This design comes from an exercise in tuning for small area on the open sky130 flow, not from production work.
In this exercise RTL edits were held to simulation tests only and were not proved equivalent to the original.
Power and IR drop assume default switching activity.

== pepper ==
Design TCAM_TOP, start of the top module:
module TCAM_TOP (
        input                   CLK
       ,input                   RESET
       ,input                   SEARCH
       ,input                   SETTING
       ,input   [127:0]         KEY
       ,input   [15:0]          SETTING_ID
       ,input   [17:0]          SETTING_MASKID
       ,input   [15:0]          SETTING_PRIORITY
       ,output  [15:0]          RULEID
       ,output                  SETTING_COMPLETE
       ,output                  SEARCH_COMPLETE
       ,output                  MISMATCH
       ,input                   DDR3_AVL_INIT
       ,input   [255:0]         DDR3_AVL_READDATA
       ,input                   DDR3_AVL_WAITREQUEST
       ,input                   DDR3_AVL_READDATAVALID
       ,output                  DDR3_AVL_READ
       ,output                  DDR3_AVL_WRITE
       ,output  [18:0]          DDR3_AVL_ADDRESS
       ,output  [255:0]         DDR3_AVL_WRITEDATA
       ,output                  DDR3_AVL_BURSTCOUNT
       ,output                  DDR3_AVL_INITCOMPLETE
	);
    reg search_s1, setting_s1, search_s2, setting_s2;
  ...
clock: 10.0 ns
lec_check: 0
cap_margin: 20
core_margin: 2
core_utilization: 40
place_density: 0.75
slew_margin: 20
standard.sh (not shown) runs the stock make flow with config.mk's settings and CLKGATE_MAP_FILE= SYNTH_SCRIPT=/design/flow/synth_recipe.tcl, a recipe that flattens the netlist after the stock synthesis.
==> flow/flow/run.sh <==
#!/bin/bash
# Standard ORFS layout (the standard.sh) with three changes that only
# affect cell choice, not the design or its constraints:
#  - synthesis maps logic with an area-oriented ABC script (flow/abc_area.script);
#    registers are untouched (ABC maps combinational logic only),
#  - ports are buffered with the smallest buffer (buf_1),
#  - CTS uses small clock buffers on small sink clusters, no dummy loads.
# Each tool writes its own log under orfs/logs; make's output is standard.log.
HERE=$(pwd)
{ head -n 1 synth_recipe.tcl
  echo "proc abc {args} { set i [lsearch \$args -script]; if {\$i >= 0} { lset args [expr {\$i + 1}] $HERE/flow/abc_area.script }; yosys abc {*}\$args }"
  tail -n +2 synth_recipe.tcl; } > synth_area.tcl
export BUFFER_PORTS_ARGS="-buffer_cell sky130_fd_sc_hd__buf_1"
export CTS_ARGS="-sink_clustering_enable -repair_clock_nets -dont_use_dummy_load -sink_clustering_size 8 -sink_clustering_max_diameter 40 -buf_list {sky130_fd_sc_hd__clkbuf_4 sky130_fd_sc_hd__clkbuf_8} -sink_clustering_buffer sky130_fd_sc_hd__clkbuf_4"
bash standard.sh SYNTH_SCRIPT=$HERE/synth_area.tcl finish > standard.log 2>&1
==> flow/flow/abc_area.script <==
&get -n
&st
&dch -f
&nf -a -R 1000
&put
Having completed the whole flow, pepper delivered a layout that passed the timing, DRC and antenna checks.
Modified inputs, maple compared to pepper
==> flow/flow/abc_area.script <==
&get -n
&st
&dc2
&dch -f
&nf -a -R 1000
&put
--- a/flow/config.mk
+++ b/flow/config.mk
@@ -9,4 +9,3 @@
 export CORE_MARGIN = 2
 export CORE_UTILIZATION = 40
-export PLACE_DENSITY = 0.75
 export SLEW_MARGIN = 20
### Flow results
- pepper and maple ended up with nearly the same area enclosed by the die boundary.
- Summary of maple over pepper: share of power burned in the clock network now sits higher, endpoint required time on the critical path now sits lower, number of vias in the routed layout went down, sum of routed wire segments on met1 -110 um, area share of and/or/nand/nor cells after synthesis now sits lower.
- On finished layout cell area, pepper and maple are basically level.

* * *

TCAM_TOP, a different RTL version from the one above (not shown whole).
Size: about 1,700 cells after synthesis, roughly 740 I/O pins, about 20,000 µm² of cells after synthesis.
export LEC_CHECK = 0
export CAP_MARGIN = 20
export CORE_MARGIN = 2
export CORE_UTILIZATION = 40
export SLEW_MARGIN = 20
create_clock -name core_clock -period 10.0 [get_ports {CLK}]
==> flow/flow/abc_area.script <==
&get -n
&st
&dch -f
&nf -a -R 1000
&put
Scripts as last shown in full above: flow/flow/run.sh
Rerun with:
--- a/flow/flow/run.sh
+++ b/flow/flow/run.sh
@@ -13,3 +13,3 @@
 export BUFFER_PORTS_ARGS="-buffer_cell sky130_fd_sc_hd__buf_1"
-export CTS_ARGS="-sink_clustering_enable -repair_clock_nets -dont_use_dummy_load -sink_clustering_size 8 -sink_clustering_max_diameter 40 -buf_list {sky130_fd_sc_hd__clkbuf_4 sky130_fd_sc_hd__clkbuf_8} -sink_clustering_buffer sky130_fd_sc_hd__clkbuf_4"
+export CTS_ARGS="-sink_clustering_enable -repair_clock_nets -dont_use_dummy_load -sink_clustering_size 10 -sink_clustering_max_diameter 40 -buf_list {sky130_fd_sc_hd__clkbuf_4 sky130_fd_sc_hd__clkbuf_8} -sink_clustering_buffer sky130_fd_sc_hd__clkbuf_4"
 bash standard.sh SYNTH_SCRIPT=$HERE/synth_area.tcl finish > standard.log 2>&1
Power goes down slightly.
Fmax came out lower slightly.
Cell count is about the same.

port drivers added, routing unchanged:
In the flow no input, the clock included, has a driving cell. The finished layouts below were timed again as built, in two steps.
Step 1 (the two cells are an assumption about what drives the block):
set clk [get_ports {CLK}]
set_driving_cell -lib_cell sky130_fd_sc_hd__clkbuf_16 $clk
set_driving_cell -lib_cell sky130_fd_sc_hd__buf_2 [delete_from_list [all_inputs] $clk]
Step 2 adds t to the input delays and takes it off the output delays; t is the mean of the earliest and latest rising clock arrival at the registers after step 1. Input paths then give back, and output paths get back, about the clock's delay inside the block.
Slacks: no drivers / after step 1 / after step 2; pairs: no drivers / after step 1.
run	shift t [ns]	setup WS [ns]	worst data-port slew with drivers (ns)	pins driven straight from the clock port
pepper	0.668	5.501 / 5.513 / 4.859	0.25	1
maple	0.664	5.556 / 5.511 / 5.048	0.20	1
the first run of note 2	0.674	5.504 / 5.460 / 4.897	0.20	1
the second run of note 2	0.658	5.468 / 5.419 / 5.043	0.21	1
After both steps setup and hold are still met in every run listed. For pepper, which loses most, drivers alone change the setup slack by +0.012 ns; drivers and shift together by -0.642 ns.
